Context: an optimization exercise on an open-source flow, tuned for small area. The choices shown serve that exercise and are no tape-out recipe. Only simulation tests tie the RTL to the original design; equivalence was not proved.

==> run a <==
==> flow/design.v <==
module top(input clk, res, modo, mais, menos,
           output [6:0] h, m, s, output alarmeon, som);
wire ud = ~menos | mais;    
wire pm = mais | menos;
reg       p;
reg [2:0] k;
always @(posedge clk or negedge res)
  if (~res) begin p <= 1'b0; k <= 3'b000; end
  else begin
    p <= modo;
    if (p & ~modo) k <= {k[1:0], ~k[2]};
  end
wire md_r   = ~k[2] & ~k[0];
wire md_ah  =  k[0] & ~k[1];
wire md_am  =  k[1] & ~k[2];
wire md_c   =  k[2] &  k[0];
wire md_ajh =  k[1] & ~k[0];
wire md_ajm =  k[2] & ~k[1];
wire md_adj =  k[0] & ~k[2];    
localparam AD0=4'd0, AD1=4'd1, AL0=4'd2, AL1=4'd3, AT0=4'd4, AT1=4'd5,
           CS0=4'd6, CS1=4'd7, CP0=4'd8, CP1=4'd9;
reg [3:0] st;
wire t;
always @(posedge clk or negedge res)
  if (~res) st <= AD0;
  else case (st)
    AD0: if (mais & md_r & ~t) st <= AD1; else if (md_c) st <= CP0;
    AD1: if (~mais & md_r & ~t) st <= AL0; else if (md_c) st <= CP0;
    AL0: if (mais & md_r & ~t) st <= AL1; else if (t) st <= AT0; else if (md_c) st <= CP0;
    AL1: if (~mais & md_r & ~t) st <= AD0; else if (t) st <= AT0; else if (md_c) st <= CP0;
    AT0: if (mais & md_r & t) st <= AT1; else if (~t) st <= AD0; else if (md_c) st <= CP0;
    AT1: if (~t | (~mais & md_r)) st <= AD0; else if (md_c) st <= CP0;
    CS0: if (mais & md_c) st <= CS1; else if (~md_c) st <= AD0;
    CS1: if (~mais & md_c) st <= CP0; else if (~md_c) st <= AD0;
    CP0: if (mais & md_c) st <= CP1; else if (~md_c) st <= AD0;
    CP1: if (~mais & md_c) st <= CS0; else if (~md_c) st <= AD0;
    default: ;
  endcase
wire st_al = (st == AL0) | (st == AL1);
wire st_at = (st == AT0) | (st == AT1);
wire start = (st == CS0) | (st == CS1);
reg [6:0] cs;             
reg [5:0] sc;             
reg [5:0] sr, mr, ma;     
reg [4:0] hr, ha;         
function w59(input [5:0] v, input u);
  reg [5:0] e;
  begin
    e = ~(v ^ {6{u}});
    w59 = e[0] & e[1] & e[3] & e[4] & e[5] & (u | e[2]);
  end
endfunction
function [5:0] n59(input [5:0] v, input u, input en);
  reg [5:0] e; reg [6:0] c; reg w;
  begin
    e = ~(v ^ {6{u}});
    c[0] = en;
    c[1] = c[0] & e[0]; c[2] = c[1] & e[1]; c[3] = c[2] & e[2];
    c[4] = c[3] & e[3]; c[5] = c[4] & e[4];
    w = en & e[0] & e[1] & e[3] & e[4] & e[5] & (u | e[2]);
    n59 = v ^ {c[5] | w, c[4] | w, c[3] | w, c[2] & ~w, c[1], c[0]};
  end
endfunction
function w23(input [4:0] v, input u);
  reg [4:0] e;
  begin
    e = ~(v ^ {5{u}});
    w23 = e[0] & e[1] & e[2] & e[4] & (u | e[3]);
  end
endfunction
function [4:0] n23(input [4:0] v, input u, input en);
  reg [4:0] e; reg [5:0] c; reg w;
  begin
    e = ~(v ^ {5{u}});
    c[0] = en;
    c[1] = c[0] & e[0]; c[2] = c[1] & e[1]; c[3] = c[2] & e[2];
    c[4] = c[3] & e[3];
    w = en & e[0] & e[1] & e[2] & e[4] & (u | e[3]);
    n23 = v ^ {c[4] | w, c[3] & ~w, c[2], c[1], c[0]};
  end
endfunction
wire cs99 = cs[6] & cs[5] & cs[1] & cs[0];
wire [6:0] cs_c;
assign cs_c[0] = start;
genvar gi;
generate for (gi = 1; gi < 7; gi = gi + 1) begin : csc
  assign cs_c[gi] = cs_c[gi-1] & cs[gi-1];
end endgenerate
wire sig_sc = ~cs99;
wire sig_mr = (md_ajm & pm) | ~w59(sr, ud);
wire sig_hr = (md_ajh & pm) | ~w59(mr, ud);
wire sig_ma = (md_am & pm) | ud;
wire sig_ha = (md_ah & pm) | ~w59(ma, ud);
reg nq_sc, nq_mr, nq_hr, nq_ma, nq_ha;
always @(posedge clk or negedge res)
  if (~res) {nq_sc, nq_mr, nq_hr, nq_ma, nq_ha} <= 5'b0;
  else {nq_sc, nq_mr, nq_hr, nq_ma, nq_ha} <= ~{sig_sc, sig_mr, sig_hr, sig_ma, sig_ha};
wire en_sc = sig_sc & nq_sc;
wire en_mr = sig_mr & nq_mr;
wire en_hr = sig_hr & nq_hr;
wire en_ma = sig_ma & nq_ma;
wire en_ha = sig_ha & nq_ha;
always @(posedge clk or negedge res)
  if (~res) begin
    cs <= 0; sc <= 0; sr <= 0; mr <= 0; hr <= 0; ma <= 0; ha <= 0;
  end else begin
    cs <= (menos | (start & cs99)) ? 7'd0 : cs ^ cs_c;
    sc <= menos ? 6'd0 : n59(sc, ud, en_sc);
    sr <= n59(sr, ud, 1'b1);
    mr <= n59(mr, ud, en_mr);
    hr <= n23(hr, ud, en_hr);
    ma <= n59(ma, ud, en_ma);
    ha <= n23(ha, ud, en_ha);
  end
assign t = (hr == ha) & (mr == ma);
assign h = md_c ? 7'd0 : md_adj ? {2'b0, ha} : {2'b0, hr};
assign m = md_c ? {1'b0, sc} : md_adj ? {1'b0, ma} : {1'b0, mr};
assign s = md_c ? cs : md_adj ? 7'd0 : {1'b0, sr};
assign alarmeon = st_al | st_at;
assign som = t & st_at;
endmodule
==> flow/flow/run.sh <==
#!/bin/bash
# Standard flow, with the standard synthesis's combinational logic re-mapped
# for area (registers untouched) and ports buffered with the smallest buffer.
set -euo pipefail
R=orfs/results/$FLOW_PLATFORM/top/base
LIB=$FLOW_HOME/platforms/$FLOW_PLATFORM/lib/sky130_fd_sc_hd__tt_025C_1v80.lib

# 1. standard synthesis, unchanged
bash standard.sh synth > synth.log 2>&1

# 2. re-map the combinational logic
cp $R/1_2_yosys.v $R/1_2_yosys.std.v
python3 flow/splitlib.py $LIB comb.lib seq.lib > splitlib.log 2>&1
DU=""
for c in $(grep -oE "cell \(\"?sky130_fd_sc_hd__(probe|lpflow)\w*" $LIB | sed 's/.*__/sky130_fd_sc_hd__/' | sort -u); do DU="$DU -dont_use $c"; done
REMAP_IN=$R/1_2_yosys.std.v REMAP_OUT=$R/1_2_yosys.v REMAP_LIB=$LIB REMAP_DONT_USE="$DU" \
  yosys -c flow/remap.tcl > remap.log 2>&1
rm -f $R/1_synth.odb $R/1_synth.sdc

# 3. the rest of the standard flow
bash standard.sh BUFFER_PORTS_ARGS="-buffer_cell sky130_fd_sc_hd__buf_1" finish > finish.log 2>&1
rm -f comb.lib seq.lib
==> flow/flow/abc_area.script <==
strash; &get -n; &deepsyn -T 30; &put; dch; amap; topo; mfs3 -a
==> flow/flow/remap.tcl <==
# Re-map the combinational logic of the standard synthesis netlist for area.
# Flip-flops stay as they are (same instances, names and cell types): the
# sequential cells are read as black boxes, the combinational cells by function.
yosys read_liberty -lib seq.lib
yosys read_liberty -ignore_miss_func comb.lib
yosys read_verilog $::env(REMAP_IN)
yosys hierarchy -top $::env(FLOW_TOP)
yosys flatten
yosys opt -purge
yosys abc -script flow/abc_area.script -liberty $::env(REMAP_LIB) {*}$::env(REMAP_DONT_USE)
yosys read_liberty -lib -overwrite $::env(REMAP_LIB)
yosys setundef -zero
yosys opt_clean -purge
yosys hilomap -singleton -hicell sky130_fd_sc_hd__conb_1 HI -locell sky130_fd_sc_hd__conb_1 LO
yosys splitnets
yosys opt_clean -purge
yosys check -assert
yosys write_verilog -noattr -nohex -nodec $::env(REMAP_OUT)
yosys tee -o remap_stat.txt stat -liberty $::env(REMAP_LIB)
==> flow/flow/splitlib.py <==
#!/usr/bin/env python3
# Split a liberty file into combinational-only and sequential-only libraries.
# usage: splitlib.py in.lib comb.lib seq.lib
import sys, re
src = open(sys.argv[1]).read()
# locate top-level cell groups by brace matching
cells = []
for m in re.finditer(r'\n(\s*)cell\s*\(\s*"?([\w]+)"?\s*\)\s*\{', src):
    start = m.start() + 1
    i = m.end(); depth = 1
    while depth:
        c = src[i]
        if c == '{': depth += 1
        elif c == '}': depth -= 1
        i += 1
    cells.append((start, i, m.group(2)))
head = src[:cells[0][0]]
tail = src[cells[-1][1]:]
comb, seq = [], []
for s, e, n in cells:
    body = src[s:e]
    if re.search(r'\b(ff|latch|statetable)\s*\(', body):
        seq.append(body)
    else:
        comb.append(body)
open(sys.argv[2], 'w').write(head + '\n'.join(comb) + tail)
open(sys.argv[3], 'w').write(head + '\n'.join(seq) + tail)
print(len(comb), 'comb', len(seq), 'seq', file=sys.stderr)
==> flow/standard.sh <==
#!/bin/bash
# synth_recipe.tcl (not shown) runs the flow's synth.tcl, then flattens the netlist and writes it again
# the make line also repeats each setting of config.mk as NAME=value (left out here)
make -C /OpenROAD-flow-scripts/flow DESIGN_CONFIG=/design/flow/config.mk WORK_HOME=/design/flow/orfs CLKGATE_MAP_FILE= SYNTH_SCRIPT=/design/flow/synth_recipe.tcl "${@:-finish}"
==> flow/config.mk <==
export PLATFORM = sky130hd
export DESIGN_NAME = top
export DESIGN_NICKNAME = top
export VERILOG_FILES = /design/flow/design.v
export SDC_FILE = /design/flow/constraint.sdc
export NUM_CORES = 4
export LEC_CHECK = 0
export CAP_MARGIN = 20
export CORE_MARGIN = 2
export CORE_UTILIZATION = 40
export SLEW_MARGIN = 20
==> flow/constraint.sdc <==
create_clock -name core_clock -period 5.0 [get_ports {clk}]
set_input_delay 1.0000 -clock core_clock [delete_from_list [all_inputs] [get_ports {clk}]]
set_output_delay 1.0000 -clock core_clock [all_outputs]
set_load 0.01 [all_outputs]
==> run b: changes against run a <==
==> flow/run.sh (new file) <==
#!/bin/bash
# synth_recipe.tcl (not shown) runs the flow's synth.tcl, then flattens the netlist and writes it again
# the make line also repeats each setting of config.mk as NAME=value (left out here)
make -C /OpenROAD-flow-scripts/flow DESIGN_CONFIG=/design/flow/config.mk WORK_HOME=/design/flow/orfs CLKGATE_MAP_FILE= SYNTH_SCRIPT=/design/flow/synth_recipe.tcl finish
removed: flow/flow/run.sh
removed: flow/flow/abc_area.script
removed: flow/flow/remap.tcl
removed: flow/flow/splitlib.py
removed: flow/standard.sh
==> impl_metrics.csv <==
group,metric,value,unit
outcome,outcome,"timing/DRC/antenna clean",
critical_path,ff2ff_setup_slack,1.74,ns
placement,dp_slack,1.15,ns
critical_path,critPathCapture,"m[3]",
detailed_routing,drt-met1-wl,3320,um
cts,path_clk_slew,0.09,ns
floorplan,die_y,87.6,um
logic_synthesis,syn_avg_cell_area,7.99,sq um
placement,globalplace.congestion,0.894,
(the above is from run a)
==> impl_metrics.csv <==
group,metric,value,unit
placement,dp_slack,0.976,ns
outcome,outcome,"timing/DRC/antenna clean",
placement,globalplace.congestion,0.813,
cts,path_clk_slew,0.10,ns
critical_path,critPathCapture,"ha[4]",
detailed_routing,drt-met1-wl,4050,um
critical_path,ff2ff_setup_slack,2.43,ns
floorplan,die_y,99.9,um
(the above is from run b)

afterwards: timing with drivers on the ports:
No port has a modelled driver above. Below, the same layouts with a new extraction and two added sets of constraints. Step 1 assumes that a clkbuf_16 drives the clock port and a buf_2 every other input. Step 2 adds t to the input delays and takes it off the output delays; t is the mean of the earliest and latest rising clock arrival at the registers after step 1. Input paths then give back, and output paths get back, about the clock's delay inside the block. a / b / c = ideal ports / drivers / drivers and shift; a / b = the first two.
run	t (ns)	setup WS [ns]	hold WS [ns]	latest minus earliest clock arrival (ns)	cell pins on the clock port's net
run a	0.332	1.098 / 1.067 / 1.127	0.503 / 0.503 / 0.503	0.013 / 0.013	1
run b	0.336	1.295 / 1.304 / 0.969	0.520 / 0.520 / 0.520	0.013 / 0.013	1
After both steps every run listed still meets setup and hold. For run b, which loses most, drivers alone change the setup slack by +0.009 ns; drivers and shift together by -0.326 ns.
